Background: an optimization exercise with open tools, aiming at small area. Do not read the settings as production practice. RTL that was checked went through simulation tests only; none was proved equivalent to the original. For runs 1 to 4, only the layout was checked, not whether the RTL still works. Power figures rest on the tool's default switching activity, not on a simulated workload.

<file path="design.v">
module rca #(parameter N = 8) (a, b, ci, s, co);
input  [N-1:0] a, b;
input          ci;
output [N-1:0] s;
output         co;
wire   [N:0]   c;
assign c[0] = ci;
genvar i;
generate for (i = 0; i < N; i = i + 1) begin : g
	assign s[i]   = a[i] ^ b[i] ^ c[i];
	assign c[i+1] = (a[i] & b[i]) | (c[i] & (a[i] ^ b[i]));
end endgenerate
assign co = c[N];
endmodule
module csa #(parameter N = 8) (a, b, c, s, cy);
input  [N-1:0] a, b, c;
output [N-1:0] s, cy;
assign s  = a ^ b ^ c;
assign cy = (a & b) | (c & (a ^ b));
endmodule
module inc #(parameter N = 8) (a, ci, s);
input  [N-1:0] a;
input          ci;
output [N-1:0] s;
wire   [N:0]   c;
assign c[0] = ci;
genvar i;
generate for (i = 0; i < N; i = i + 1) begin : g
	assign s[i]   = a[i] ^ c[i];
	assign c[i+1] = a[i] & c[i];
end endgenerate
endmodule
module ecg_tbase (clk, rst, spi, tick, tick_rise);
input  clk, rst;
output spi, tick, tick_rise;
reg [5:0] tb;
always @(posedge clk)
	if (rst) tb <= 6'd0;
	else     tb <= (tb == 6'd50) ? 6'd1 : tb + 6'd1;
assign spi  = (tb == 6'd10) | (tb == 6'd20) | (tb == 6'd30) |
              (tb == 6'd40) | (tb == 6'd50);
assign tick = (tb >= 6'd25) & (tb <= 6'd49);
assign tick_rise = (tb == 6'd25);
endmodule
module ecg_filt (clk, rst, sample_clk, adc_va, L);
input         clk, rst, sample_clk;
input  [13:0] adc_va;
output [19:0] L;
reg s_old;
wire ev = sample_clk & ~s_old;
reg  [19:0] Hb, Y, L, M;
reg  [10:0] Tb;
reg         hc;
wire [19:0] nvs = ~{{12{adc_va[13]}}, adc_va[13:6]};
wire [19:0] s1, c1, s2, c2;
csa #(20) u_h1 (.a(Y), .b(Hb), .c({adc_va, 6'b000001}), .s(s1), .cy(c1));
csa #(20) u_h2 (.a(s1), .b({c1[18:0], 1'b1}), .c(nvs), .s(s2), .cy(c2));
wire [13:0] Hn_lo;
wire [5:0]  Hn_hi;
wire        c14;
rca #(14) u_hlo (.a(s2[13:0]), .b({c2[12:0], 1'b0}), .ci(1'b0), .s(Hn_lo), .co(c14));
rca #(6)  u_hhi (.a(s2[19:14]), .b(c2[18:13]), .ci(1'b0), .s(Hn_hi), .co());
wire [5:0]  Hb_fix = Hb[19:14] - {5'd0, hc};
wire [19:0] Yn;
rca #(20) u_yn (.a(Y), .b({{11{Hb[19]}}, Hb[19:11]}), .ci(1'b1), .s(Yn), .co());
wire [13:0] z1, zc, Z;
csa #(14) u_z1 (.a({{2{L[19]}}, L[19:8]}), .b({{3{Tb[10]}}, Tb}), .c({{3{Hb[19]}}, Hb[19:9]}), .s(z1), .cy(zc));
rca #(14) u_z2 (.a(z1), .b({zc[12:0], 1'b1}), .ci(1'b1), .s(Z), .co());
wire [19:0] Mn;
rca #(20) u_mn (.a(L), .b(~{{6{Z[13]}}, Z}), .ci(1'b1), .s(Mn), .co());
always @(posedge clk)
	if (rst) begin
		s_old <= 1'b0; hc <= 1'b0;
		Hb <= 20'hfffff; Y <= 20'd0;
		L <= 20'd0; M <= 20'd0; Tb <= 11'h7ff;
	end else begin
		s_old <= sample_clk;
		hc <= ev & c14;
		if (ev)
			Hb <= ~{Hn_hi, Hn_lo};
		else
			Hb[19:14] <= Hb_fix;
		if (ev) begin
			Y <= Yn;
			L <= M;
			M <= Mn;
			Tb <= Hb[19:9];
		end
	end
endmodule
module ecg_beat (clk, rst, L, adc_vb, mono, bp);
input         clk, rst;
input  [19:0] L;
input  [13:0] adc_vb;
output        mono, bp;
wire [13:0] ca = {~L[19], L[18:6]};
wire [13:0] cb = {adc_vb[13], ~adc_vb[12:0]};
wire [14:0] cc;
assign cc[0] = |L[5:0];
genvar i;
generate for (i = 0; i < 14; i = i + 1) begin : g_cmp
	assign cc[i+1] = (ca[i] & cb[i]) | (cc[i] & (ca[i] | cb[i]));
end endgenerate
wire gt = cc[14];
reg overthr, ot_old, mono_old, bp;
reg  [12:0] mc;
wire mz   = (mc[11:0] == 12'd0);
wire trig = overthr & ~ot_old;
assign mono = mc[12] | ~mz;
always @(posedge clk)
	if (rst) begin
		overthr <= 1'b0; ot_old <= 1'b0; mono_old <= 1'b0;
		bp <= 1'b0; mc <= 13'd0;
	end else begin
		overthr <= gt;
		ot_old <= overthr;
		if (mz)
			mc <= trig ? 13'd3184 : 13'd0;
		else
			mc <= {mc[11:0], mc[12] ^ mc[3] ^ mc[2] ^ mc[0]};
		mono_old <= mono;
		if (mono & ~mono_old) bp <= ~bp;
	end
endmodule
module ecg_pcnt (clk, rst, clr, cedge, pc);
input         clk, rst, clr, cedge;
output [15:0] pc;
reg pend;
reg [7:0] c1, c2;
wire [7:0] c1n, c2n;
inc #(8) u_c1 (.a(c1), .ci(cedge), .s(c1n));
inc #(8) u_c2 (.a(c2), .ci(pend), .s(c2n));
always @(posedge clk)
	if (rst | clr) begin
		pend <= 1'b0; c1 <= 8'd0; c2 <= 8'd0;
	end else begin
		pend <= cedge & (&c1);
		c1 <= c1n;
		c2 <= c2n;
	end
assign pc = {c2, c1};
endmodule
module ecg_hrdiv (clk, rst, hev, pc, hr_bcd);
input         clk, rst, hev;
input  [15:0] pc;
output [11:0] hr_bcd;
reg [15:0] bper, mb;
reg [1:0]  qh, hh;
reg [3:0]  qt, qu, ht, hu;
reg        busy;
wire [15:0] mbx = hev ? ~16'd60000 : mb;
wire [15:0] dsum;
wire        brw;
rca #(16) u_div (.a(mbx), .b(bper), .ci(1'b0), .s(dsum), .co(brw));
wire [1:0] xh = hev ? 2'd0 : qh;
wire [3:0] xt = hev ? 4'd0 : qt;
wire [3:0] xu = hev ? 4'd0 : qu;
wire u9   = (xu == 4'd9);
wire t9   = (xt == 4'd9);
wire w255 = (xh == 2'd2) & (xt == 4'd5) & (xu == 4'd5);
wire act = hev | busy;
always @(posedge clk) begin
	if (hev) bper <= pc;
	mb <= dsum;
	busy <= act & ~brw;
	if (w255) begin
		qh <= 2'd0; qt <= 4'd0; qu <= 4'd0;
	end else begin
		qu <= u9 ? 4'd0 : xu + 4'd1;
		qt <= u9 ? (t9 ? 4'd0 : xt + 4'd1) : xt;
		qh <= (u9 & t9) ? xh + 2'd1 : xh;
	end
end
always @(posedge clk)
	if (rst) begin
		hh <= 2'd0; ht <= 4'd0; hu <= 4'd0;
	end else if (act & brw) begin
		hh <= xh; ht <= xt; hu <= xu;
	end
assign hr_bcd = {2'b00, hh, ht, hu};
endmodule
module ecg_hr (clk, rst, sample_clk, adc_va, adc_vb,
               spi_sck, dac_a, beat, led, hr_bcd);
input         clk;
input         rst;
input         sample_clk;
input  [13:0] adc_va;
input  [13:0] adc_vb;
output        spi_sck;
output [11:0] dac_a;
output        beat;
output [7:0]  led;
output [11:0] hr_bcd;
wire tick, tick_rise, mono, bp;
wire [19:0] L;
wire [15:0] pc;
ecg_tbase u_tb (.clk(clk), .rst(rst), .spi(spi_sck), .tick(tick), .tick_rise(tick_rise));
ecg_filt  u_f  (.clk(clk), .rst(rst), .sample_clk(sample_clk), .adc_va(adc_va), .L(L));
ecg_beat  u_b  (.clk(clk), .rst(rst), .L(L), .adc_vb(adc_vb), .mono(mono), .bp(bp));
reg nbp_old;
always @(posedge clk)
	if (rst) nbp_old <= 1'b0;
	else     nbp_old <= ~bp;
wire hev = ~bp & ~nbp_old;
wire cedge = bp & (tick_rise | (tick & nbp_old));
ecg_pcnt  u_pc (.clk(clk), .rst(rst), .clr(~mono & ~bp), .cedge(cedge), .pc(pc));
ecg_hrdiv u_hr (.clk(clk), .rst(rst), .hev(hev), .pc(pc), .hr_bcd(hr_bcd));
assign dac_a = {~L[19], L[18:8]};
assign beat  = mono;
assign led   = pc[9:2];
endmodule
</file>
<file path="flow/run.sh">
#!/bin/bash
# Layout flow: the standard synthesis and layout, with small port buffers
# (buf_1) and a clock tree of clkbuf_4/clkbuf_8 cells without dummy loads.
set -euo pipefail
bash standard.sh synth > synth.log 2>&1
bash standard.sh \
  "BUFFER_PORTS_ARGS=-buffer_cell sky130_fd_sc_hd__buf_1" \
  "CTS_ARGS=-sink_clustering_enable -repair_clock_nets -dont_use_dummy_load -buf_list {sky130_fd_sc_hd__clkbuf_4 sky130_fd_sc_hd__clkbuf_8}" \
  finish > layout.log 2>&1
</file>
<file path="standard.sh">
#!/bin/bash
# synth_recipe.tcl (not shown) runs the flow's synth.tcl, then flattens the netlist and writes it again
# the make line also repeats each setting of config.mk as NAME=value (left out here)
make -C /OpenROAD-flow-scripts/flow DESIGN_CONFIG=/design/flow/config.mk WORK_HOME=/design/flow/orfs CLKGATE_MAP_FILE= SYNTH_SCRIPT=/design/flow/synth_recipe.tcl "${@:-finish}"
</file>
<file path="config.mk">
export PLATFORM = sky130hd
export DESIGN_NAME = ecg_hr
export DESIGN_NICKNAME = ecg_hr
export VERILOG_FILES = /design/flow/design.v
export SDC_FILE = /design/flow/constraint.sdc
export NUM_CORES = 4
export LEC_CHECK = 0
export CAP_MARGIN = 20
export CORE_MARGIN = 2
export CORE_UTILIZATION = 60
export SLEW_MARGIN = 20
</file>
<file path="constraint.sdc">
create_clock -name core_clock -period 10.0 [get_ports {clk}]
set_input_delay 2.0000 -clock core_clock [delete_from_list [all_inputs] [get_ports {clk}]]
set_output_delay 2.0000 -clock core_clock [all_outputs]
set_load 0.01 [all_outputs]
</file>
==> results of run 1 <==
## synthesized netlist by cell type (4+ instances only)
| master | count | area, µm² |
|---|---|---|
| nor3_1 | 5 | 25.02 |
| fa_1 | 121 | 2422 |
| nand2b_1 | 6 | 37.54 |
| and2_1 | 23 | 143.9 |
| xor2_1 | 7 | 61.31 |
| a21oi_1 | 76 | 380.4 |
| clkbuf_1 | 25 | 93.84 |
| nand3_1 | 25 | 125.1 |
| buf_4 | 21 | 157.7 |
| and3_1 | 4 | 25.02 |
| nand4_1 | 4 | 25.02 |
| nor2b_1 | 17 | 106.4 |
| nor2_1 | 36 | 135.1 |
| xnor2_1 | 15 | 131.4 |
| o21ai_1 | 9 | 45.04 |
| a211oi_1 | 4 | 30.03 |
| o211ai_1 | 21 | 157.7 |
| dfxtp_1 | 171 | 3423 |
| edfxtp_1 | 16 | 480.5 |
| o21ai_0 | 11 | 55.05 |
| ha_1 | 37 | 462.9 |
| buf_2 | 12 | 60.06 |
| nand2_1 | 180 | 675.7 |
| nor4_1 | 4 | 25.02 |
| inv_1 | 114 | 427.9 |
## area by class of cell
| class | instances | area [µm²] | share of cell area (%) |
|---|---|---|---|
| tap | 220 | 275.3 | 2.617 |
| timing repair buffer | 66 | 266.5 | 2.534 |
| multi-input combinational | 642 | 5400 | 51.34 |
| clock buffer | 17 | 234.0 | 2.224 |
| inverter | 117 | 439.2 | 4.175 |
| sequential | 187 | 3904 | 37.11 |
## power by group through the flow
stage	clock (mW)	combinational, mW	sequential, mW
final	0.377	1.73	1.12
after global routing	0.420	2.06	1.15
after CTS	0.390	1.79	1.12
after detailed placement	0	1.77	1.13
after global placement	0	1.73	1.13
after floorplan	0	1.39	1.09
## worst max-delay path: stages, from the launching register on
cell     delay, ns
dfxtp_1       0.36
inv_1         0.10
ha_1          0.14
inv_1         0.05
fa_1          0.44
fa_1          0.45
fa_1          0.46
fa_1          0.46
fa_1          0.46
fa_1          0.46
fa_2          0.43
fa_1          0.46
fa_1          0.46
fa_1          0.47
fa_1          0.46
fa_1          0.46
fa_1          0.46
fa_1          0.46
fa_1          0.46
fa_1          0.46
fa_1          0.46
fa_1          0.44
xnor2_1       0.14
or3_1         0.34
a21oi_1       0.14
## flip-flops by register name, indices dropped and copies added, names as in the netlist, 2 cells and up
register	cells
u_f.Hb	20
u_f.L	20
u_f.M	20
u_f.Y	20
u_hr.bper	16
u_hr.mb	16
u_b.mc	13
u_f.Tb	11
u_pc.c1	8
u_pc.c2	8
u_tb.tb	6
u_hr.ht	4
u_hr.hu	4
u_hr.qt	4
u_hr.qu	4
u_hr.hh	2
u_hr.qh	2
## logic make-up after synthesis
logic type / after synthesis / synth area share (%)
and+or+nand+nor: 322 / 14.77
DFF: 187 / 38.79
muxes: 2 / 0.1989
AOI/OAI and AO/OA: 134 / 7.634
buffers and inverters: 179 / 7.758
adders and majority gates: 160 / 28.89
other: 1 / 0.03726
xor gates and xnor gates: 22 / 1.915
## through the flow
step,power [mW],utilization [%],std cells,worst slack [ns]
5_1_grt,3.624,63.88,1249,0.004748
6_report,3.224,63.88,1249,0.4602
2_1_floorplan,2.474,-,1008,0.6617
3_5_place_dp,2.905,62.45,1232,0.3571
4_1_cts,3.297,63.87,1249,0.3153
3_3_place_gp,2.866,62.45,1232,0.4617
## per-layer routing
metal	vias up	track usage [%]
li1	3201	-
met1	3111	28.94
met2	78	36.80
met3	20	3.805
met4	0	6.442
met5	-	0
## how the worst max path moves through the flow
stage | cells past startpoint | slack (ns) | start | end
2_1_floorplan | 24 | 0.66 | u_f.Hb[11]$_SDFFE_PP1P_ | u_f.Y[19]$_SDFFE_PP0P_
6_report | 24 | 0.46 | u_f.Hb[11]$_SDFFE_PP1P_ | u_f.Y[19]$_SDFFE_PP0P_
5_1_grt | 24 | 0.005 | u_f.Hb[11]$_SDFFE_PP1P_ | u_f.Y[19]$_SDFFE_PP0P_
3_3_place_gp | 24 | 0.46 | u_f.Hb[11]$_SDFFE_PP1P_ | u_f.Y[19]$_SDFFE_PP0P_
4_1_cts | 24 | 0.32 | u_f.Hb[11]$_SDFFE_PP1P_ | u_f.Y[19]$_SDFFE_PP0P_
3_5_place_dp | 24 | 0.36 | u_f.Hb[11]$_SDFFE_PP1P_ | u_f.Y[19]$_SDFFE_PP0P_
==> out/qor.txt, run 1 <==
status: complete, no violations
part of the power in the clock network: 11.7%
Clk Latency, worst-skew pair: 0.47 ns
vias in the first global route: 6280
clock-pin slew on the worst setup and hold paths: 0.11 ns
Worst Reg2Reg Path Length in Cells: 24
DP HPWL: 12.83 mm
worst hold slack: 0.4144 ns
commonest non-fill, non-tap cell in the layout: nand2_1
combinational power share: 53.7%
Tmin final: 9.540 ns
pwr dens: 306.5 nW/µm²
internal power: 1.895 mW
post-cts sizing count: 0
layout cell share with drive strength beyond 1: 3.499%
core area: 16470 µm²
Mean Syn Cell Area: 9.993 µm²
Max FO, Critical Path: 4
RR Endpoint: u_f.Y[19]$_SDFFE_PP0P_
pin count of the biggest net entering global routing: 99
vias per cell: 5.132
DIE HEIGHT: 133.5 µm
reg2reg start: u_f.Hb[11]$_SDFFE_PP1P_
nets@finish: 1220
CTS tree: done
Worst EP arrival: 9.90 ns
hold buffer count at cts: 0
critical path class: flip-flop to flip-flop
clk buf depth: 2
initial antenna violation count: 0
Sw Share: 41.23%
area delta synth->final: 4.525%
Design Area, Final: 10520 µm²
metal3 WL: 454 µm
Post-Syn Area: 10060 µm²
Synth Instances: 1007
RSZ-0062 raised after global routing: false
CTS buffer count: 17
input/output buffers: 62
die footprint: 17820 µm²
num ports: 65
Initial DRC Count: 271
first-pass GRT wire length: 30.54 mm
row cnt: 47
Hold Vio Cnt, Final: 0
fill cell count: 1422
Slew Viols, Final: 0
Tcrit/Tclk final: 95.40%
post-CTS setup buffer count: 0
# diodes: 0
Flop pwr share: 34.6%
register bit count reported by yosys: 187
Switch Pwr: 1.330 mW
via count: 6410
sequential fraction of the synthesis area: 38.79%
final setup violating endpoints: 0
Post-Route M1 WL: 8.259 mm
hold path depth: 2
Worst VDD drop: 0.2310 mV
EDFF count, synth: 16
synth warn: 6
R2R setup slack: 0.46 ns
startpoint types: flip-flop
Req. time, crit path: 10.36 ns
routed wire length: 17.73 mm
static leakage: 4.388 nW
antenna viol nets, final: 0
Clk Tree Root Cell: clkbuf_8
gr ovfl total: 0
Max-slew headroom: 30.33%
Hold Startpoint: u_f.M[7]$_SDFFE_PP0P_
CTS sink count: 187
top_reg_cell synth: dfxtp_1
WL/cell: 14.19 µm
GPL Wtd Cong: 0.7965
DRC Markers: 0
TNS Setup: 0 ns
metal2 WL: 8.726 mm
router iterations before antenna repair: 4
Max-cap violations: 0
CTS H-tree depth: 4
placed instance area: 10280 µm²
Post-synth ARST share: 0%
Hold WC Path Type: flip-flop to flip-flop
starting density of the core: 61.12%
FMAX: 104.8 MHz
most frequent cells in the layout: 180 x nand2_1, 171 x dfxtp_1, 120 x fa_1
chip width: 133.5 µm
gr usage total: 21.74%
Critical Path End Type: flip-flop
Clock Skew: 0.04354 ns
number of distinct library cells after synthesis: 54
Hold Path End: u_f.L[7]$_SDFFE_PP0P_
Top Layer Used: met4
Worst Max-Slew Pin Slew: 1.045 ns
==> inputs of run 2 (changes only) <==
--- a/config.mk
+++ b/config.mk
@@ -8,4 +8,5 @@
 export CAP_MARGIN = 20
 export CORE_MARGIN = 2
-export CORE_UTILIZATION = 60
+export CORE_UTILIZATION = 70
+export PLACE_DENSITY = 0.8
 export SLEW_MARGIN = 20
==> run 2 against run 1 <==
Largest cell class unchanged. Final area shrank 0.48%. Sequential share of layout area grew 0.18 points. Clock skew shrank 0.019 ns. Cell count shrank 3.2%. Setup slack lost 0.0064 ns. Non-clock buffer count is the same.
==> out/qor.txt, run 2 <==
gr usage total: 25.53%
Worst Max-Slew Pin Slew: 1.008 ns
row cnt: 43
register bit count reported by yosys: 187
vias per cell: 5.433
Mean Syn Cell Area: 9.993 µm²
most frequent cells in the layout: 180 x nand2_1, 171 x dfxtp_1, 120 x fa_1
initial antenna violation count: 0
post-CTS setup buffer count: 0
GPL Wtd Cong: 0.8320
Clk Tree Root Cell: clkbuf_8
CTS buffer count: 17
hold buffer count at cts: 0
Max-slew headroom: 32.74%
number of distinct library cells after synthesis: 54
DP HPWL: 12.63 mm
first-pass GRT wire length: 29.99 mm
Initial DRC Count: 474
clock-pin slew on the worst setup and hold paths: 0.10 ns
Hold WC Path Type: flip-flop to flip-flop
pre-CTS WS: 0.3231 ns
starting density of the core: 71.94%
synth top area cells: dfxtp_1 34%, fa_1 24%, nand2_1 6.7%
nets@finish: 1220
chip width: 123.9 µm
Commonest cells post-synth: 180 x nand2_1, 171 x dfxtp_1, 121 x fa_1
Tmin final: 9.546 ns
Critical Path End Type: flip-flop
gr ovfl total: 0
Tcrit/Tclk final: 95.46%
commonest non-fill, non-tap cell in the layout: nand2_1
input/output buffers: 62
Max-cap violations: 0
CTS sink count: 187
post-cts sizing count: 0
Crit. Startpoint: u_f.Hb[11]$_SDFFE_PP1P_
via count: 6568
top-count cell post-synth: nand2_1
die footprint: 15350 µm²
DRC Markers: 0
routed wire length: 17.58 mm
antenna viol nets, final: 0
# diodes: 0
Post-Syn Area: 10060 µm²
pwr dens: 310.2 nW/µm²
top_reg_cell synth: dfxtp_1
num ports: 65
FMAX: 104.8 MHz
Req. time, crit path: 10.38 ns
placed instance area: 10230 µm²
reg2reg start: u_f.Hb[11]$_SDFFE_PP1P_
DIE HEIGHT: 123.9 µm
area delta synth->final: 4.028%
Hold Vio Cnt, Final: 0
CP endpoint: u_f.Y[19]$_SDFFE_PP0P_
EDFF count, synth: 16
static leakage: 4.388 nW
final worst setup slack: 0.4539 ns
Slew Viols, Final: 0
Max FO, Critical Path: 4
Synth Instances: 1007
RSZ-0062 raised after global routing: false
R2R setup slack: 0.45 ns
share of the synthesized area in the top cell type: 34.02%
Worst VDD drop: 0.2579 mV
startpoint types: flip-flop
CTS H-tree depth: 4
Worst Reg2Reg Path Length in Cells: 24
WL/cell: 14.54 µm
post-synth top area cell: dfxtp_1
clk buf depth: 2
pin count of the biggest net entering global routing: 99
CTS tree: done
vias in the first global route: 6421
Worst EP arrival: 9.93 ns
RR Endpoint: u_f.Y[19]$_SDFFE_PP0P_
Clock Skew: 0.02467 ns
core area: 13990 µm²
Post-synth ARST share: 0%
router iterations before antenna repair: 5
TNS Setup: 0 ns
layout cell share with drive strength beyond 1: 3.499%
Clk Latency, worst-skew pair: 0.47 ns
sequential fraction of the synthesis area: 38.79%
final setup violating endpoints: 0
synth warn: 6
critical path class: flip-flop to flip-flop
status: complete, no violations
Design Area, Final: 10470 µm²
[run 2: cell counts after synthesis]
No cell type changed its count.
[run 2: final cells by class]
| cell class | count | area, µm² |
|---|---|---|
| clock buffer | 17 | 234.0 |
| inverter | 117 | 439.2 |
| timing repair buffer | 66 | 266.5 |
| tap | 180 | 225.2 |
| multi-input combinational | 642 | 5400 |
| sequential | 187 | 3904 |
| fill | 1008 | 3520 |
[run 2: metrics by stage]
step	util [%]	hold slack (ns)	cells	power, mW
3_5_place_dp	73.15	0.4251	1192	2.908
4_1_cts	74.82	0.4328	1209	3.299
2_1_floorplan	-	0.4097	1008	2.474
6_report	74.84	0.4372	1209	3.248
3_3_place_gp	73.15	0.4175	1192	2.803
5_1_grt	74.84	0.4480	1209	3.660
[run 2: worst min-delay path by stage]
stage	slack, ns	depth (start not counted)	end	startpoint
6_report	0.44	2	u_f.L[6]$_SDFFE_PP0P_	u_f.M[6]$_SDFFE_PP0P_
5_1_grt	0.45	1	u_b.ot_old$_SDFF_PP0_	u_b.overthr$_SDFF_PP0_
4_1_cts	0.43	2	u_f.L[6]$_SDFFE_PP0P_	u_f.M[6]$_SDFFE_PP0P_
3_5_place_dp	0.43	0	u_hr.bper[13]$_DFFE_PP_	u_pc.c2[5]$_SDFF_PP0_
3_3_place_gp	0.42	0	u_hr.bper[10]$_DFFE_PP_	u_pc.c2[2]$_SDFF_PP0_
2_1_floorplan	0.41	1	u_f.hc$_SDFF_PP0_	u_f.s_old$_SDFF_PP0_
[run 2: layer usage]
layer	GRT usage [%]	routed length, µm	vias to the layer above
met5	0	0	-
met4	7.584	281	0
met3	5.495	716	23
met2	43.92	9091	126
met1	32.69	7493	3217
li1	-	-	3202
[run 2: cells by family (layout without fill, tap and decap cells)]
logic type	count (synthesis)	count (layout)	synth area share, %
AND/OR/NAND/NOR	322	322	14.77
flip-flops	187	187	38.79
buffers and inverters	179	200	7.758
adder cells (fa/ha/maj)	160	160	28.89
AO/OA/AOI/OAI	134	134	7.634
XOR/XNOR	22	22	1.915
multiplexers	2	2	0.1989
other	1	2	0.03726
[run 2: where the power goes]
| group | leakage [nW] | internal [mW] | switching [mW] |
|---|---|---|---|
| registers | 1.57 | 0.956 | 0.162 |
| clock network | 0.122 | 0.150 | 0.228 |
| logic | 2.70 | 0.798 | 0.954 |
| total | 4.39 | 1.90 | 1.34 |
[run 2: worst max-delay path: stages (launching register included)]
cell	delay (ns)
dfxtp_1	0.35
inv_1	0.09
ha_1	0.16
inv_1	0.06
fa_1	0.44
fa_1	0.46
fa_1	0.46
fa_1	0.46
fa_1	0.46
fa_1	0.47
fa_1	0.46
fa_1	0.48
fa_1	0.46
fa_1	0.46
fa_1	0.46
fa_1	0.46
fa_2	0.42
fa_1	0.46
fa_1	0.47
fa_1	0.46
fa_1	0.46
fa_1	0.44
xnor2_1	0.14
or3_1	0.34
a21oi_1	0.14
==> inputs of run 3 (changes only) <==
==> flow/run.sh (replaced) <==
#!/bin/bash
# Layout flow: the standard synthesis and layout, with small port buffers
# (buf_1) and a clock tree of clkbuf_8 cells without dummy loads.
set -euo pipefail
bash standard.sh synth > synth.log 2>&1
bash standard.sh \
  "BUFFER_PORTS_ARGS=-buffer_cell sky130_fd_sc_hd__buf_1" \
  "CTS_ARGS=-sink_clustering_enable -repair_clock_nets -dont_use_dummy_load -buf_list {sky130_fd_sc_hd__clkbuf_8 sky130_fd_sc_hd__clkbuf_16}" \
  finish > layout.log 2>&1
--- a/config.mk
+++ b/config.mk
@@ -8,5 +8,4 @@
 export CAP_MARGIN = 20
 export CORE_MARGIN = 2
-export CORE_UTILIZATION = 70
-export PLACE_DENSITY = 0.8
+export CORE_UTILIZATION = 40
 export SLEW_MARGIN = 20
==> run 3 against run 2 <==
Fmax up 0.96%. Register-to-register slack improved by 0.09 ns. Via count shrank 1.5%. Sequential power hardly changed. Count of clock-buffer cells in the layout stayed put. Synthesized area unchanged. Non-clock buffer count increased by 3. Die area rose by 72%. Utilization shrank 31 points.
==> out/qor.txt, run 3 <==
Worst Max-Slew Pin Slew: 0.8781 ns
Tcrit/Tclk final: 94.56%
Hold Vio Cnt, Final: 0
synth warn: 6
GR peak layer: met2
die footprint: 26440 µm²
Clock Skew: 0.02597 ns
WL/cell: 13.50 µm
pwr dens: 311.1 nW/µm²
met3 Usage GRT: 3.132%
Req. time, crit path: 10.34 ns
sequential fraction of the synthesis area: 38.79%
Initial DRC Count: 383
Hold Path End: u_hr.bper[13]$_DFFE_PP_
RR Endpoint: u_f.Y[19]$_SDFFE_PP0P_
input/output buffers: 62
Synth Instances: 1007
Worst Reg2Reg Path Length in Cells: 24
pin count of the biggest net entering global routing: 99
nets@finish: 1223
R2R setup slack: 0.54 ns
hold path depth: 0
Worst VDD drop: 0.2512 mV
Clk Tree Root Cell: clkbuf_16
Worst EP arrival: 9.79 ns
most frequent cells in the layout: 180 x nand2_1, 171 x dfxtp_1, 119 x fa_1
met2 Track Usage GR: 24.14%
DP HPWL: 13.28 mm
row cnt: 58
Max-slew headroom: 41.46%
chip width: 162.6 µm
routed wire length: 18.39 mm
CTS H-tree depth: 4
Post-Syn Area: 10060 µm²
EDFF count, synth: 16
Post-synth ARST share: 0%
vias in the first global route: 6359
area delta synth->final: 8.243%
hold buffer count at cts: 0
number of distinct library cells after synthesis: 54
M1 GR Usage: 21.13%
Slew Viols, Final: 0
top_reg_cell synth: dfxtp_1
register bit count reported by yosys: 187
final setup violating endpoints: 0
Clk Latency, worst-skew pair: 0.44 ns
clock-pin slew on the worst setup and hold paths: 0.06 ns
Hold Startpoint: u_pc.c2[5]$_SDFF_PP0_
share of the synthesized area in the top cell type: 34.02%
# diodes: 0
num ports: 65
core area: 24960 µm²
Hold WC Path Type: flip-flop to flip-flop
vias per cell: 4.749
worst hold slack: 0.4381 ns
starting density of the core: 40.31%
reg2reg start: u_f.Hb[11]$_SDFFE_PP1P_
critical path class: flip-flop to flip-flop
TNS Setup: 0 ns
commonest non-fill, non-tap cell in the layout: nand2_1
startpoint types: flip-flop
GPL Wtd Cong: 0.7767
CTS tree: done
synth top area cells: dfxtp_1 34%, fa_1 24%, nand2_1 6.7%
post-CTS setup buffer count: 0
Commonest cells post-synth: 180 x nand2_1, 171 x dfxtp_1, 121 x fa_1
router iterations before antenna repair: 5
Max-cap violations: 0
layout cell share with drive strength beyond 1: 3.876%
status: complete, no violations
Critical Path End Type: flip-flop
initial antenna violation count: 0
gr usage total: 15.18%
clk buf depth: 2
Mean Syn Cell Area: 9.993 µm²
CTS buffer count: 17
RSZ-0062 raised after global routing: false
static leakage: 4.497 nW
FMAX: 105.8 MHz
CTS sink count: 187
top-count cell post-synth: nand2_1
via count: 6468
Max FO, Critical Path: 4
Tmin final: 9.456 ns
DRC Markers: 0
first-pass GRT wire length: 31.73 mm
DIE HEIGHT: 162.6 µm
antenna viol nets, final: 0
post-synth top area cell: dfxtp_1
gr ovfl total: 0
-- run 3: cell counts after synthesis --
No cell type changed its count.
-- run 3: final cells by class --
cell class / instances / area [µm²]
fillers: 2452 / 14070
multi-input cells: 642 / 5403
flip-flops and latches: 187 / 3904
inverters: 117 / 439.2
clock buffers: 17 / 425.4
well taps: 330 / 412.9
repair buffers: 69 / 309.0
-- run 3: kinds of logic (layout without fill, tap and decap cells) --
group           after synthesis  after routing  synth area share (%)
simple gates                322            322                 14.77
flops                       187            187                 38.79
buf+inv                     179            203                 7.758
fa+ha+maj                   160            160                 28.89
compound gates              134            134                 7.634
xor+xnor                     22             22                 1.915
mux                           2              2                0.1989
other cells                   1              2               0.03726
-- run 3: metrics by stage --
stage	utilization, %	setup slack, ns	power [mW]	std cells	instance area [µm²]
after CTS	43.50	0.3764	3.462	1361	10860
after detailed placement	41.80	0.3912	2.886	1344	10440
after floorplan	-	0.6617	2.474	1008	10070
final	43.63	0.5443	3.388	1362	10890
after global placement	41.80	0.5288	2.841	1344	10440
after global routing	43.63	0.06061	3.828	1362	10890
-- run 3: worst max path at each step --
stage	from	end	slack, ns	cells past startpoint
floorplan	u_f.Hb[11]$_SDFFE_PP1P_	u_f.Y[19]$_SDFFE_PP0P_	0.66	24
global placement	u_f.Hb[11]$_SDFFE_PP1P_	u_f.Y[19]$_SDFFE_PP0P_	0.53	24
detailed placement	u_f.Hb[11]$_SDFFE_PP1P_	u_f.Y[19]$_SDFFE_PP0P_	0.39	24
CTS	u_f.Hb[11]$_SDFFE_PP1P_	u_f.Y[19]$_SDFFE_PP0P_	0.38	24
global route	u_f.Hb[11]$_SDFFE_PP1P_	u_f.Y[19]$_SDFFE_PP0P_	0.06	24
finish	u_f.Hb[11]$_SDFFE_PP1P_	u_f.Y[19]$_SDFFE_PP0P_	0.54	24
-- run 3: worst max-delay path, stage by stage (launching register included) --
cell and delay [ns]:
dfxtp_1 0.35, inv_1 0.10, ha_1 0.15, inv_1 0.05, fa_1 0.45, fa_1 0.46
fa_1 0.46, fa_1 0.46, fa_1 0.46, fa_1 0.46, fa_1 0.46, fa_1 0.46
fa_1 0.46, fa_1 0.46, fa_1 0.46, fa_1 0.46, fa_1 0.46, fa_1 0.46
fa_2 0.41, fa_2 0.41, fa_1 0.45, fa_1 0.44, xnor2_1 0.14, or3_1 0.31
a21oi_1 0.14
-- run 3: timing repair --
item                                   in CTS  in global routing
setup endpoints to repair                   0                  1
gates resized for setup                     0                  2
endpoints found under the hold margin       0                  0
-- run 3: report_power, final --
part / total [mW] / internal [mW] / switching, mW
logic: 1.73 / 0.789 / 0.938
clock network: 0.549 / 0.296 / 0.253
registers: 1.11 / 0.956 / 0.156
-- run 3: layer usage --
layer / routed length, µm / part of all wire (%) / vias to the layer above
li1: - / - / 3219
met5: 0 / 0 / -
met1: 8983 / 49 / 3137
met3: 594 / 3.2 / 18
met4: 237 / 1.3 / 0
met2: 8570 / 47 / 94
==> inputs of run 4 (changes only) <==
--- a/flow/run.sh
+++ b/flow/run.sh
@@ -6,4 +6,4 @@
 bash standard.sh \
   "BUFFER_PORTS_ARGS=-buffer_cell sky130_fd_sc_hd__buf_1" \
-  "CTS_ARGS=-sink_clustering_enable -repair_clock_nets -dont_use_dummy_load -buf_list {sky130_fd_sc_hd__clkbuf_8 sky130_fd_sc_hd__clkbuf_16}" \
+  "CTS_ARGS=-sink_clustering_enable -repair_clock_nets -dont_use_dummy_load -sink_clustering_size 12 -buf_list {sky130_fd_sc_hd__clkbuf_8}" \
   finish > layout.log 2>&1
==> run 4 against run 3 <==
Still clean. Hold slack worse by 0.0013 ns. Combinational power about the same. First-iteration DRC count up 2.9%. Die area unchanged. Flip-flop and latch count unchanged. Sequential power about the same. Wire length down 0.24%. Highest routed layer unchanged.
==> out/qor.txt, run 4 <==
status: complete, no violations
num ports: 65
gr usage total: 15.04%
pwr dens: 301.5 nW/µm²
Max-cap violations: 0
clock-pin slew on the worst setup and hold paths: 0.09 ns
CTS H-tree depth: 4
layout cell share with drive strength beyond 1: 3.876%
Worst Max-Slew Pin Slew: 0.8785 ns
Commonest cells post-synth: 180 x nand2_1, 171 x dfxtp_1, 121 x fa_1
sequential fraction of the synthesis area: 38.79%
Synth Instances: 1007
Critical Path End Type: flip-flop
static leakage: 4.406 nW
number of distinct library cells after synthesis: 54
DIE HEIGHT: 162.6 µm
top-count cell post-synth: nand2_1
CTS sink count: 187
row cnt: 58
routed wire length: 18.34 mm
chip width: 162.6 µm
Tcrit/Tclk final: 94.52%
Critical Path Most Common Cell: fa_1
Final Util: 42.84%
CTS tree: done
top_reg_cell synth: dfxtp_1
EDFF count, synth: 16
Worst EP arrival: 9.81 ns
Mean Syn Cell Area: 9.993 µm²
multi-input combinational cell area: 5403 µm²
vias in the first global route: 6373
share of the synthesized area in the top cell type: 34.02%
area delta synth->final: 6.266%
register bit count reported by yosys: 187
starting density of the core: 40.31%
die footprint: 26440 µm²
critical-path cell with the highest stage delay: fa_1
Clk Latency, worst-skew pair: 0.47 ns
Clock Skew: 0.04095 ns
startpoint types: flip-flop
nets@finish: 1223
FMAX: 105.8 MHz
Max-slew headroom: 41.43%
Crit path largest cell delay: 0.46 ns
critical path buffer and inverter count: 2
first-pass GRT wire length: 31.58 mm
fill cell count: 2479
Req. time, crit path: 10.36 ns
register area: 3904 µm²
post-synth top area cell: dfxtp_1
Post-synth ARST share: 0%
Max FO, Critical Path: 4
synth top area cells: dfxtp_1 34%, fa_1 24%, nand2_1 6.7%
Slew Viols, Final: 0
pin count of the biggest net entering global routing: 99
GPL Wtd Cong: 0.7767
core area: 24960 µm²
gr ovfl total: 0
hold buffer count at cts: 0
worst hold slack: 0.4368 ns
synth warn: 6
DRC Markers: 0
Clk Tree Root Cell: clkbuf_8
via count: 6423
clk buf depth: 2
post-CTS setup buffer count: 0
initial antenna violation count: 0
RSZ-0062 raised after global routing: false
antenna viol nets, final: 0
Initial DRC Count: 394
Tmin final: 9.452 ns
Hold WC Path Type: flip-flop to flip-flop
router iterations before antenna repair: 5
critical path class: flip-flop to flip-flop
crit-path leading delay family: adder cells
overall power: 3.224 mW
WL/cell: 13.47 µm
# diodes: 0
Hold Vio Cnt, Final: 0
critical path, cell by cell: inv_1 > ha_1 > inv_1 > fa_1 > fa_1 > fa_1 > fa_1 > fa_1 > fa_1 > fa_1 > fa_1 > fa_1 > fa_1 > fa_1 > fa_1 > fa_1 > fa_1 > fa_2 > fa_2 > fa_1 > fa_1 > xnor2_1 > or3_1 > a21oi_1
DP HPWL: 13.28 mm
input/output buffers: 62
vias per cell: 4.716
final setup violating endpoints: 0
most frequent cells in the layout: 180 x nand2_1, 171 x dfxtp_1, 119 x fa_1
Worst VDD drop: 0.2507 mV
placed instance area: 10440 µm²
TNS Setup: 0 ns
Design Area, Final: 10690 µm²
commonest non-fill, non-tap cell in the layout: nand2_1
CTS buffer count: 17
Post-Syn Area: 10060 µm²
[run 4: changes by cell type in the layout (fill, tap and decap cells not counted)]
cell	delta
clkbuf_16	-17
clkbuf_8	+17
buf_12	+1
buf_16	-1
[run 4: cell families (layout without fill, tap and decap cells)]
kind of cell,count (synthesis),in the layout,synth area share [%]
other,1,2,0.03726
xor gates and xnor gates,22,22,1.915
and+or+nand+nor,322,322,14.77
buffers and inverters,179,203,7.758
AOI/OAI and AO/OA,134,134,7.634
DFF,187,187,38.79
adders and majority gates,160,160,28.89
muxes,2,2,0.1989
[run 4: final timing paths]
path	startpoint	to	slack (ns)	depth (start not counted)
min reg2reg	u_f.M[2]$_SDFFE_PP0P_	u_f.L[2]$_SDFFE_PP0P_	0.44	2
max	u_f.Hb[11]$_SDFFE_PP1P_	u_f.Y[19]$_SDFFE_PP0P_	0.55	24
max reg2reg	u_f.Hb[11]$_SDFFE_PP1P_	u_f.Y[19]$_SDFFE_PP0P_	0.55	24
min	u_f.M[2]$_SDFFE_PP0P_	u_f.L[2]$_SDFFE_PP0P_	0.44	2
[run 4: cell type report]
cell class | instances | share of cell area (%)
Sequential cell | 187 | 36.50
Tap cell | 330 | 3.861
Inverter | 117 | 4.107
Clock buffer | 17 | 2.188
Timing Repair Buffer | 69 | 2.820
Multi-Input combinational cell | 642 | 50.52
[run 4: through the flow]
step	setup WS, ns	instances
floorplan	0.6617	1008
global placement	0.5288	1344
detailed placement	0.3912	1344
CTS	0.3765	1361
global route	0.06090	1362
finish	0.5478	1362
[run 4: power breakdown]
part	leakage, nW	total [mW]	internal [mW]	switching (mW)
Sequential	1.57	1.11	0.955	0.155
Combinational	2.72	1.73	0.789	0.939
Clock	0.122	0.386	0.151	0.235
Total	4.41	3.22	1.90	1.33
[run 4: timing repair]
item                                    CTS  global route
gates resized for setup                   0             2
endpoints found under the setup margin    0             1
hold endpoints to repair                  0             0
[run 4: worst reg2reg max path: cells and delay by family (launching register included)]
kind                       cells  cell delay [ns]
adders and majority gates     19             8.30
DFF                            1             0.35
and+or+nand+nor                1             0.31
buffers and inverters          2             0.16
xor gates and xnor gates       1             0.14
AOI/OAI and AO/OA              1             0.14
[run 4: per-layer routing]
metal / up-vias / share of wire (%) / routed length (µm) / track usage, %
li1: 3208 / - / - / -
met1: 3107 / 49 / 8917 / 20.82
met2: 90 / 47 / 8618 / 24.33
met3: 18 / 3.2 / 596 / 2.903
met4: 0 / 1.1 / 208 / 3.902
met5: - / 0 / 0 / 0
==> inputs of run 5 (changes only) <==
--- a/design.v
+++ b/design.v
@@ -49,5 +49,5 @@
 reg s_old;
 wire ev = sample_clk & ~s_old;
-reg  [19:0] Hb, Y, L, M;
+reg  [19:0] Hb, Y, Lb, Mb;
 reg  [10:0] Tb;
 reg         hc;
@@ -65,13 +65,14 @@
 rca #(20) u_yn (.a(Y), .b({{11{Hb[19]}}, Hb[19:11]}), .ci(1'b1), .s(Yn), .co());
 wire [13:0] z1, zc, Z;
-csa #(14) u_z1 (.a({{2{L[19]}}, L[19:8]}), .b({{3{Tb[10]}}, Tb}), .c({{3{Hb[19]}}, Hb[19:9]}), .s(z1), .cy(zc));
+csa #(14) u_z1 (.a(~{{2{Lb[19]}}, Lb[19:8]}), .b({{3{Tb[10]}}, Tb}), .c({{3{Hb[19]}}, Hb[19:9]}), .s(z1), .cy(zc));
 rca #(14) u_z2 (.a(z1), .b({zc[12:0], 1'b1}), .ci(1'b1), .s(Z), .co());
-wire [19:0] Mn;
-rca #(20) u_mn (.a(L), .b(~{{6{Z[13]}}, Z}), .ci(1'b1), .s(Mn), .co());
+wire [19:0] Mbn;
+rca #(20) u_mn (.a(Lb), .b({{6{Z[13]}}, Z}), .ci(1'b0), .s(Mbn), .co());
+assign L = ~Lb;
 always @(posedge clk)
 	if (rst) begin
 		s_old <= 1'b0; hc <= 1'b0;
 		Hb <= 20'hfffff; Y <= 20'd0;
-		L <= 20'd0; M <= 20'd0; Tb <= 11'h7ff;
+		Lb <= 20'hfffff; Mb <= 20'hfffff; Tb <= 11'h7ff;
 	end else begin
 		s_old <= sample_clk;
@@ -83,6 +84,6 @@
 		if (ev) begin
 			Y <= Yn;
-			L <= M;
-			M <= Mn;
+			Lb <= Mb;
+			Mb <= Mbn;
 			Tb <= Hb[19:9];
 		end
==> flow/run.sh (replaced) <==
#!/bin/bash
# Layout flow: the standard synthesis and layout, with small port buffers
# (buf_1) and a clock tree of clkbuf_4/clkbuf_8 cells without dummy loads.
set -euo pipefail
bash standard.sh synth > synth.log 2>&1
bash standard.sh \
  "BUFFER_PORTS_ARGS=-buffer_cell sky130_fd_sc_hd__buf_1" \
  "CTS_ARGS=-sink_clustering_enable -repair_clock_nets -dont_use_dummy_load -buf_list {sky130_fd_sc_hd__clkbuf_4 sky130_fd_sc_hd__clkbuf_8} -root_buf sky130_fd_sc_hd__clkbuf_8 -sink_clustering_buffer sky130_fd_sc_hd__clkbuf_4" \
  finish > layout.log 2>&1
--- a/config.mk
+++ b/config.mk
@@ -8,4 +8,5 @@
 export CAP_MARGIN = 20
 export CORE_MARGIN = 2
-export CORE_UTILIZATION = 40
+export CORE_UTILIZATION = 70
+export PLACE_DENSITY = 0.8
 export SLEW_MARGIN = 20
==> run 5 against run 4 <==
Hold slack gained 0.0083 ns. Setup slack lost 0.15 ns. Synthesized area shrank 0.52%. Largest power group unchanged. Clock skew shrank 0.018 ns. Highest routed layer unchanged. Wire length shrank 3.7%. Sequential power is essentially flat.
==> out/qor.txt, run 5 <==
status: complete, no violations
Worst VDD drop: 0.2294 mV
Post-Syn Area: 10010 µm²
post-synth top area cell: dfxtp_1
final setup violating endpoints: 0
gr usage total: 25.80%
placed instance count: 1134
synth warn: 6
Critical Path End Type: flip-flop
commonest non-fill, non-tap cell in the layout: dfxtp_1
Hold Startpoint: u_pc.c2[6]$_SDFF_PP0_
num ports: 65
Req. time, crit path: 10.34 ns
share of the synthesized area in the top cell type: 34.20%
area delta synth->final: 4.636%
Clk Tree Root Cell: clkbuf_8
router iterations before antenna repair: 5
GPL Wtd Cong: 0.8345
DP HPWL: 12.87 mm
CTS sink count: 187
clk buf depth: 2
register bit count reported by yosys: 187
Clk Latency, worst-skew pair: 0.45 ns
Synth Instances: 942
routed wire length: 17.66 mm
Max-cap violations: 0
EDFF count, synth: 16
WL/cell: 15.34 µm
via count: 6403
Commonest cells post-synth: 171 x dfxtp_1, 121 x fa_1, 113 x inv_1
first-pass GRT wire length: 30.28 mm
Hold WC Path Type: flip-flop to flip-flop
Worst EP arrival: 9.94 ns
most frequent cells in the layout: 169 x dfxtp_1, 118 x fa_1, 113 x inv_1
post-cts sizing count: 0
pwr dens: 305.1 nW/µm²
core area: 13930 µm²
nets@finish: 1162
Final Util: 75.17%
DIE HEIGHT: 123.6 µm
Worst Reg2Reg Path Length in Cells: 25
hold buffer count at cts: 0
Max FO, Critical Path: 4
starting density of the core: 71.84%
startpoint types: flip-flop
Mean Syn Cell Area: 10.63 µm²
Worst Max-Slew Pin Slew: 0.9334 ns
Clock Skew: 0.02266 ns
final std cells w/o fill: 1151
pin count of the biggest net entering global routing: 95
FMAX: 104.1 MHz
TNS Setup: 0 ns
Tcrit/Tclk final: 96.03%
sequential fraction of the synthesis area: 39.00%
Slew Viols, Final: 0
Tmin final: 9.603 ns
R2R setup slack: 0.40 ns
gr ovfl total: 0
vias per cell: 5.563
Max-slew headroom: 37.77%
Post-synth ARST share: 0%
reg2reg start: u_f.Hb[10]$_SDFFE_PP1P_
Hold Path End: u_hr.bper[14]$_DFFE_PP_
Hold Vio Cnt, Final: 0
hold path depth: 0
top_reg_cell synth: dfxtp_1
initial antenna violation count: 0
CTS H-tree depth: 4
post-CTS setup buffer count: 0
DRC Markers: 0
top-count cell post-synth: dfxtp_1
clock-pin slew on the worst setup and hold paths: 0.08 ns
row cnt: 43
number of distinct library cells after synthesis: 56
chip width: 123.6 µm
layout cell share with drive strength beyond 1: 4.737%
CTS tree: done
synth top area cells: dfxtp_1 34%, fa_1 24%, a211o_1 5.5%
vias in the first global route: 6458
RR Endpoint: u_f.Mb[19]$_SDFFE_PP1P_
CTS buffer count: 17
RSZ-0062 raised after global routing: false
static leakage: 4.645 nW
die footprint: 15270 µm²
# diodes: 0
antenna viol nets, final: 0
Initial DRC Count: 566
critical path class: flip-flop to flip-flop
input/output buffers: 62
==> run 5: cell types whose count changed after synthesis, sizes merged, moves of 6 or more <==
cell    before  now
nand2      180   74
a211o        0   63
nor2        39   97
a21oi       76   36
o211ai      21    1
nand3       25    9
nand4        5   15
buf         37   31
nor2b       17   11
==> run 5: per-stage QoR <==
step | total power [mW] | hold slack [ns] | worst slack, ns | cell area [µm²]
after floorplan | 2.443 | 0.4148 | 0.5738 | 10010
after global placement | 2.766 | 0.4161 | 0.4130 | 10230
after detailed placement | 2.839 | 0.4267 | 0.2547 | 10230
after CTS | 3.236 | 0.4465 | 0.2146 | 10470
after global routing | 3.597 | 0.4585 | 0.02263 | 10480
final | 3.195 | 0.4451 | 0.3974 | 10480
==> run 5: cells by family (layout without fill, tap and decap cells) <==
logic type               Yosys count  after routing  synth area share (%)
AND/OR/NAND/NOR                  263            263                 12.74
buffers and inverters            168            196                 7.024
AO/OA/AOI/OAI                    138            138                 9.986
flip-flops                       187            187                 39.00
XOR/XNOR                          24             24                 2.100
adder cells (fa/ha/maj)          158            158                 28.82
other                              1              2               0.03746
multiplexers                       3              3                0.3000
==> run 5: critical path, cell delays in order, from the launching register on <==
cell     delay (ns)
dfxtp_2        0.36
inv_1          0.07
fa_1           0.46
ha_1           0.34
fa_1           0.45
fa_1           0.42
fa_1           0.42
fa_1           0.42
fa_1           0.42
fa_1           0.42
fa_1           0.42
fa_1           0.42
fa_1           0.42
fa_1           0.42
fa_1           0.46
fa_2           0.39
fa_1           0.42
fa_1           0.43
fa_1           0.43
fa_1           0.43
fa_1           0.43
fa_1           0.41
xor2_1         0.16
xnor2_1        0.15
nor2_1         0.05
a211o_1        0.29
==> run 5: worst max-delay path by stage <==
stage,startpoint,endpoint,slack (ns)
final,u_f.Hb[10]$_SDFFE_PP1P_,u_f.Mb[19]$_SDFFE_PP1P_,0.40
after global routing,u_f.Hb[10]$_SDFFE_PP1P_,u_f.Mb[19]$_SDFFE_PP1P_,0.02
after CTS,u_f.Lb[9]$_SDFFE_PP1P_,u_f.Mb[19]$_SDFFE_PP1P_,0.21
after detailed placement,u_f.Hb[10]$_SDFFE_PP1P_,u_f.Mb[19]$_SDFFE_PP1P_,0.25
after global placement,u_f.Hb[10]$_SDFFE_PP1P_,u_f.Mb[19]$_SDFFE_PP1P_,0.41
after floorplan,u_f.Hb[10]$_SDFFE_PP1P_,u_f.Mb[19]$_SDFFE_PP1P_,0.57
==> run 5: metal layers <==
metal | track usage [%] | share of wire, % | vias to the layer above
li1 | - | - | 3078
met1 | 32.85 | 42 | 3142
met2 | 44.02 | 51 | 154
met3 | 5.952 | 5.0 | 29
met4 | 8.168 | 1.8 | 0
met5 | 0 | 0 | -
==> run 5: area by class of cell <==
class | count | area (µm²)
fillers | 983 | 3460
flip-flops and latches | 187 | 3906
clock buffers | 17 | 234.0
repair buffers | 66 | 266.5
well taps | 180 | 225.2
inverters | 113 | 424.2
multi-input cells | 588 | 5419
==> run 5: report_power, final <==
| part | internal [mW] | switching (mW) |
|---|---|---|
| Combinational | 0.800 | 0.926 |
| Clock | 0.151 | 0.223 |
| Sequential | 0.951 | 0.145 |
| Total | 1.90 | 1.29 |
==> inputs of run 6 (changes only) <==
==> flow/run.sh (replaced) <==
#!/bin/bash
# Layout flow: the standard synthesis and layout, with small port buffers
# (buf_1) and a clock tree of clkbuf_4/clkbuf_8 cells without dummy loads.
set -euo pipefail
bash standard.sh synth > synth.log 2>&1
bash standard.sh \
  "BUFFER_PORTS_ARGS=-buffer_cell sky130_fd_sc_hd__buf_1" \
  "CTS_ARGS=-sink_clustering_enable -repair_clock_nets -dont_use_dummy_load -buf_list {sky130_fd_sc_hd__clkbuf_4 sky130_fd_sc_hd__clkbuf_8}" \
  finish > layout.log 2>&1
--- a/config.mk
+++ b/config.mk
@@ -6,4 +6,5 @@
 export NUM_CORES = 4
 export LEC_CHECK = 0
+export ABC_AREA = 1
 export CAP_MARGIN = 20
 export CORE_MARGIN = 2
==> run 6 against run 5 <==
Setup slack improved by 0.20 ns. Global-route usage down 0.41 points. Clock skew rose by 0.0021 ns. Utilization is 0.19 points higher. Critical path type unchanged. Critical endpoint unchanged.
==> out/qor.txt, run 6 <==
fill cell count: 979
final setup violating endpoints: 0
final std cells w/o fill: 1240
router iterations before antenna repair: 5
RSZ-0062 raised after global routing: false
top-count cell post-synth: dfxtp_1
Clock Skew: 0.02476 ns
CTS buffer count: 17
gr ovfl total: 0
overall power: 3.034 mW
synth warn: 6
Worst EP arrival: 9.78 ns
clk buf depth: 2
# diodes: 0
status: complete, no violations
Design Area, Final: 10420 µm²
antenna viol nets, final: 0
synth top area cells: dfxtp_1 35%, fa_1 24%, inv_1 6.4%
pwr dens: 291.2 nW/µm²
DRC Markers: 0
input/output buffers: 62
placed instance area: 10190 µm²
Req. time, crit path: 10.38 ns
starting density of the core: 71.60%
via count: 6581
row cnt: 43
Top Layer Used: met4
Hold Vio Cnt, Final: 0
Commonest cells post-synth: 171 x dfxtp_1, 168 x inv_1, 123 x nor2_1
Post-synth ARST share: 0%
nets@finish: 1251
Critical Path End Type: flip-flop
WL/cell: 14.09 µm
register area: 3904 µm²
gr usage total: 25.39%
clock-pin slew on the worst setup and hold paths: 0.09 ns
TNS Setup: 0 ns
layout cell share with drive strength beyond 1: 4.623%
placed instance count: 1223
CTS H-tree depth: 4
vias in the first global route: 6421
Flop pwr share: 35.5%
initial antenna violation count: 0
Sw Share: 40.48%
routed wire length: 17.47 mm
chip width: 122.9 µm
hold path depth: 2
CTS sink count: 187
sequential fraction of the synthesis area: 39.43%
DIE HEIGHT: 122.9 µm
Post-Route M1 WL: 7.408 mm
RR Endpoint: u_f.Mb[19]$_SDFFE_PP1P_
Synth Instances: 1022
Initial DRC Count: 523
hold buffer count at cts: 0
register bit count reported by yosys: 187
top_reg_cell synth: dfxtp_1
Clk Latency, worst-skew pair: 0.47 ns
Post-Syn Area: 9899 µm²
Hold WC Path Type: flip-flop to flip-flop
metal2 WL: 8.995 mm
pin count of the biggest net entering global routing: 94
number of distinct library cells after synthesis: 38
final worst setup slack: 0.5973 ns
pre-CTS WS: 0.5906 ns
metal3 WL: 669 µm
share of the synthesized area in the top cell type: 34.58%
Hold Startpoint: u_b.overthr$_SDFF_PP0_
Switch Pwr: 1.228 mW
CTS tree: done
part of the power in the clock network: 12.4%
Worst VDD drop: 0.3038 mV
Clk Tree Root Cell: clkbuf_8
static leakage: 4.717 nW
Tcrit/Tclk final: 94.03%
internal power: 1.806 mW
critical path class: flip-flop to flip-flop
post-synth top area cell: dfxtp_1
Max-slew headroom: 40.26%
combinational power share: 52.0%
area delta synth->final: 5.258%
EDFF count, synth: 16
Max-cap violations: 0
commonest non-fill, non-tap cell in the layout: dfxtp_1
post-cts sizing count: 0
Tmin final: 9.403 ns
R2R setup slack: 0.60 ns
Mean Syn Cell Area: 9.686 µm²
startpoint types: flip-flop
most frequent cells in the layout: 171 x dfxtp_1, 167 x inv_1, 122 x nor2_1
Worst Max-Slew Pin Slew: 0.8962 ns
vias per cell: 5.307
core area: 13830 µm²
Worst Reg2Reg Path Length in Cells: 25
first-pass GRT wire length: 29.47 mm
reg2reg start: u_f.Hb[10]$_SDFFE_PP1P_
post-CTS setup buffer count: 0
die footprint: 15110 µm²
Slew Viols, Final: 0
num ports: 65
FMAX: 106.4 MHz
Hold Path End: u_b.ot_old$_SDFF_PP0_
Max FO, Critical Path: 4
GPL Wtd Cong: 0.8215
DP HPWL: 13.03 mm
multi-input combinational cell area: 5129 µm²
==> run 6: kinds of logic (layout without fill, tap and decap cells) <==
kind of cell,after synthesis,after routing,synth area share [%]
compound gates,172,172,9.897
other cells,1,2,0.03788
xor+xnor,14,14,1.239
buf+inv,220,257,8.923
simple gates,270,270,11.32
flops,187,187,39.43
fa+ha+maj,158,158,29.15
==> run 6: worst max-delay path by stage <==
| stage | slack, ns | endpoint | startpoint |
|---|---|---|---|
| global placement | 0.68 | u_f.Mb[19]$_SDFFE_PP1P_ | u_f.Hb[10]$_SDFFE_PP1P_ |
| floorplan | 0.83 | u_f.Mb[19]$_SDFFE_PP1P_ | u_f.Hb[10]$_SDFFE_PP1P_ |
| finish | 0.60 | u_f.Mb[19]$_SDFFE_PP1P_ | u_f.Hb[10]$_SDFFE_PP1P_ |
| global route | 0.03 | u_f.Mb[19]$_SDFFE_PP1P_ | u_f.Hb[10]$_SDFFE_PP1P_ |
| detailed placement | 0.59 | u_f.Mb[19]$_SDFFE_PP1P_ | u_f.Hb[10]$_SDFFE_PP1P_ |
| CTS | 0.53 | u_f.Mb[19]$_SDFFE_PP1P_ | u_f.Hb[10]$_SDFFE_PP1P_ |
==> run 6: area by class of cell <==
cell class | instances | share of cell area [%]
Clock buffer | 17 | 2.245
Tap cell | 180 | 2.161
Sequential cell | 187 | 37.46
Inverter | 171 | 6.160
Timing Repair Buffer | 69 | 2.750
Multi-Input combinational cell | 616 | 49.22
==> run 6: power groups by stage <==
stage               clock [mW]  combinational (mW)  sequential [mW]
global placement             0                1.52             1.09
finish                   0.377                1.58             1.08
floorplan                    0                1.24             1.07
detailed placement           0                1.61             1.10
CTS                      0.384                1.63             1.08
global route             0.410                1.91             1.10
==> run 6: per-stage QoR <==
stage                     hold WS [ns]  util, %
after floorplan                 0.3958        -
after global placement          0.3999    73.67
after detailed placement        0.4053    73.67
after CTS                       0.4165    75.36
after global routing            0.4255    75.36
final                           0.4172    75.36
==> run 6: worst max-delay path: stages (launching register included) <==
cell and delay (ns):
dfxtp_1 0.39, inv_1 0.07, fa_1 0.43, ha_1 0.33
fa_1 0.44, fa_1 0.42, fa_1 0.42, fa_1 0.42
fa_1 0.42, fa_1 0.42, fa_1 0.43, fa_1 0.42
fa_1 0.42, fa_1 0.43, fa_1 0.42, fa_1 0.42
fa_1 0.42, fa_1 0.44, fa_1 0.44, fa_1 0.42
fa_1 0.42, fa_1 0.41, xor2_1 0.16, nand2_1 0.08
nand2_1 0.04, o21ai_0 0.15
==> run 6: per-layer routing <==
metal / vias up / global-route usage [%]
li1: 3252 / -
met5: - / 0
met4: 0 / 9.052
met3: 34 / 5.397
met2: 132 / 43.72
met1: 3163 / 31.81
==> inputs of run 7 (changes only) <==
--- a/config.mk
+++ b/config.mk
@@ -6,5 +6,4 @@
 export NUM_CORES = 4
 export LEC_CHECK = 0
-export ABC_AREA = 1
 export CAP_MARGIN = 20
 export CORE_MARGIN = 2
==> run 7 against run 6 <==
Final area is 0.53% higher. Register-to-register slack worse by 0.20 ns. Global-route usage grew 0.41 points. Fmax shrank 2.1%. Setup slack got worse by 0.20 ns. Synthesized cell count decreased by 7.8%. Total power grew 5.3%. Combinational power grew 9%. Non-clock buffer count is 3 lower. Critical endpoint unchanged. Largest cell class unchanged. Largest power group unchanged.
==> out/qor.txt, run 7 <==
status: complete, no violations
pwr dens: 305.1 nW/µm²
Post-synth ARST share: 0%
Worst Max-Slew Pin Slew: 0.9334 ns
Synth Instances: 942
Max FO, Critical Path: 4
routed wire length: 17.66 mm
Req. time, crit path: 10.34 ns
post-CTS setup buffer count: 0
Worst Reg2Reg Path Length in Cells: 25
multi-input combinational cell area: 5419 µm²
critical path class: flip-flop to flip-flop
antenna viol nets, final: 0
hold buffer count at cts: 0
sequential fraction of the synthesis area: 39.00%
nets@finish: 1162
Hold Path End: u_hr.bper[14]$_DFFE_PP_
num ports: 65
clock-pin slew on the worst setup and hold paths: 0.08 ns
CTS sink count: 187
Initial DRC Count: 566
core area: 13930 µm²
vias in the first global route: 6458
top-count cell post-synth: dfxtp_1
static leakage: 4.645 nW
# diodes: 0
hold path depth: 0
pin count of the biggest net entering global routing: 95
initial antenna violation count: 0
Max-slew headroom: 37.77%
RR Endpoint: u_f.Mb[19]$_SDFFE_PP1P_
layout cell share with drive strength beyond 1: 4.737%
top_reg_cell synth: dfxtp_1
router iterations before antenna repair: 5
chip width: 123.6 µm
register bit count reported by yosys: 187
EDFF count, synth: 16
Worst EP arrival: 9.94 ns
reg2reg start: u_f.Hb[10]$_SDFFE_PP1P_
GPL Wtd Cong: 0.8345
CTS H-tree depth: 4
RSZ-0062 raised after global routing: false
final setup violating endpoints: 0
row cnt: 43
vias per cell: 5.563
most frequent cells in the layout: 169 x dfxtp_1, 118 x fa_1, 113 x inv_1
WL/cell: 15.34 µm
Tmin final: 9.603 ns
Worst VDD drop: 0.2294 mV
DIE HEIGHT: 123.6 µm
die footprint: 15270 µm²
gr ovfl total: 0
commonest non-fill, non-tap cell in the layout: dfxtp_1
FMAX: 104.1 MHz
Commonest cells post-synth: 171 x dfxtp_1, 121 x fa_1, 113 x inv_1
Max-cap violations: 0
post-synth top area cell: dfxtp_1
DP HPWL: 12.87 mm
synth warn: 6
overall power: 3.195 mW
Clk Tree Root Cell: clkbuf_8
Hold Vio Cnt, Final: 0
Critical Path End Type: flip-flop
Post-Syn Area: 10010 µm²
via count: 6403
area delta synth->final: 4.636%
share of the synthesized area in the top cell type: 34.20%
Clk Latency, worst-skew pair: 0.45 ns
input/output buffers: 62
Hold WC Path Type: flip-flop to flip-flop
post-cts sizing count: 0
startpoint types: flip-flop
fill cell count: 983
R2R setup slack: 0.40 ns
CTS tree: done
first-pass GRT wire length: 30.28 mm
number of distinct library cells after synthesis: 56
CTS buffer count: 17
Clock Skew: 0.02266 ns
Mean Syn Cell Area: 10.63 µm²
DRC Markers: 0
Hold Startpoint: u_pc.c2[6]$_SDFF_PP0_
clk buf depth: 2
gr usage total: 25.80%
Slew Viols, Final: 0
register area: 3906 µm²
Tcrit/Tclk final: 96.03%
starting density of the core: 71.84%
TNS Setup: 0 ns
synth top area cells: dfxtp_1 34%, fa_1 24%, a211o_1 5.5%
[run 7: changes by cell type in the layout (fill, tap and decap cells not counted), sizes merged, moves of 26 or more]
cell / change
a211o: +63
o21ai: -64
nor2: -37
o211ai: -32
inv: -58
nand2: -26
[run 7: worst max-delay path: stages (launching register included)]
cell and delay, ns:
dfxtp_2 0.36, inv_1 0.07, fa_1 0.46, ha_1 0.34, fa_1 0.45, fa_1 0.42, fa_1 0.42, fa_1 0.42
fa_1 0.42, fa_1 0.42, fa_1 0.42, fa_1 0.42, fa_1 0.42, fa_1 0.42, fa_1 0.46, fa_2 0.39
fa_1 0.42, fa_1 0.43, fa_1 0.43, fa_1 0.43, fa_1 0.43, fa_1 0.41, xor2_1 0.16, xnor2_1 0.15
nor2_1 0.05, a211o_1 0.29
[run 7: cell families after synthesis]
kind of cell	count (synthesis)	synth area share [%]
AO/OA/AOI/OAI	138	9.986
adder cells (fa/ha/maj)	158	28.82
XOR/XNOR	24	2.100
multiplexers	3	0.3000
other	1	0.03746
flip-flops	187	39.00
AND/OR/NAND/NOR	263	12.74
buffers and inverters	168	7.024
[run 7: worst max path at each step]
| stage | from | endpoint | cells after the start |
|---|---|---|---|
| finish | u_f.Hb[10]$_SDFFE_PP1P_ | u_f.Mb[19]$_SDFFE_PP1P_ | 25 |
| global route | u_f.Hb[10]$_SDFFE_PP1P_ | u_f.Mb[19]$_SDFFE_PP1P_ | 25 |
| CTS | u_f.Lb[9]$_SDFFE_PP1P_ | u_f.Mb[19]$_SDFFE_PP1P_ | 24 |
| detailed placement | u_f.Hb[10]$_SDFFE_PP1P_ | u_f.Mb[19]$_SDFFE_PP1P_ | 25 |
| global placement | u_f.Hb[10]$_SDFFE_PP1P_ | u_f.Mb[19]$_SDFFE_PP1P_ | 25 |
| floorplan | u_f.Hb[10]$_SDFFE_PP1P_ | u_f.Mb[19]$_SDFFE_PP1P_ | 25 |
[run 7: final cells by class]
type	count	area share, %
flip-flops and latches	187	37.29
well taps	180	2.150
multi-input cells	588	51.73
repair buffers	66	2.544
clock buffers	17	2.234
inverters	113	4.049
[run 7: through the flow]
| stage | worst slack [ns] | cells | instance area [µm²] | hold slack (ns) | util (%) |
|---|---|---|---|---|---|
| floorplan | 0.5738 | 943 | 10010 | 0.4148 | - |
| global placement | 0.4130 | 1134 | 10230 | 0.4161 | 73.42 |
| detailed placement | 0.2547 | 1134 | 10230 | 0.4267 | 73.42 |
| CTS | 0.2146 | 1151 | 10470 | 0.4465 | 75.10 |
| global route | 0.02263 | 1151 | 10480 | 0.4585 | 75.17 |
| finish | 0.3974 | 1151 | 10480 | 0.4451 | 75.17 |
[run 7: layer usage]
| metal | part of all wire [%] | up-vias | track usage, % |
|---|---|---|---|
| met5 | 0 | - | 0 |
| met4 | 1.8 | 0 | 8.168 |
| met3 | 5.0 | 29 | 5.952 |
| met2 | 51 | 154 | 44.02 |
| met1 | 42 | 3142 | 32.85 |
| li1 | - | 3078 | - |
[run 7: power breakdown]
| part | internal (mW) | total, mW | switching [mW] | leakage [nW] |
|---|---|---|---|---|
| combinational | 0.800 | 1.73 | 0.926 | 2.95 |
| sequential | 0.951 | 1.10 | 0.145 | 1.57 |
| clock | 0.151 | 0.374 | 0.223 | 0.122 |
| total | 1.90 | 3.20 | 1.29 | 4.64 |

static timing again, ports no longer ideal:
The flow's constraints put no driver on any port. The routed layouts listed below were extracted and timed again, unchanged, in two steps.
Step 1, drivers: a clkbuf_16 drives clk and a buf_2 each remaining input, both assumed.
Step 2, shift: input delay + t, output delay - t, t = (earliest + latest rising clock arrival at the registers) / 2. This alone moves slack from input paths to output paths.
Slacks: no drivers / after step 1 / after step 2; pairs: no drivers / after step 1.
run | t (ns) | setup slack, ns | hold slack, ns | worst setup path at the end | clock arrival spread, ns
run 1 | 0.487 | 0.460 / 0.460 / 0.460 | 0.414 / 0.414 / 0.414 | register to register | 0.044 / 0.044
run 2 | 0.492 | 0.454 / 0.454 / 0.454 | 0.437 / 0.437 / 0.437 | register to register | 0.032 / 0.033
run 3 | 0.463 | 0.544 / 0.544 / 0.544 | 0.438 / 0.438 / 0.438 | register to register | 0.035 / 0.035
run 4 | 0.487 | 0.548 / 0.548 / 0.548 | 0.437 / 0.437 / 0.437 | register to register | 0.054 / 0.053
run 5 | 0.480 | 0.397 / 0.397 / 0.397 | 0.445 / 0.445 / 0.445 | register to register | 0.023 / 0.023
run 6 | 0.492 | 0.597 / 0.597 / 0.597 | 0.417 / 0.417 / 0.417 | register to register | 0.026 / 0.026
run 7 | 0.480 | 0.397 / 0.397 / 0.397 | 0.445 / 0.445 / 0.445 | register to register | 0.023 / 0.023
After both steps every run listed still meets setup and hold.
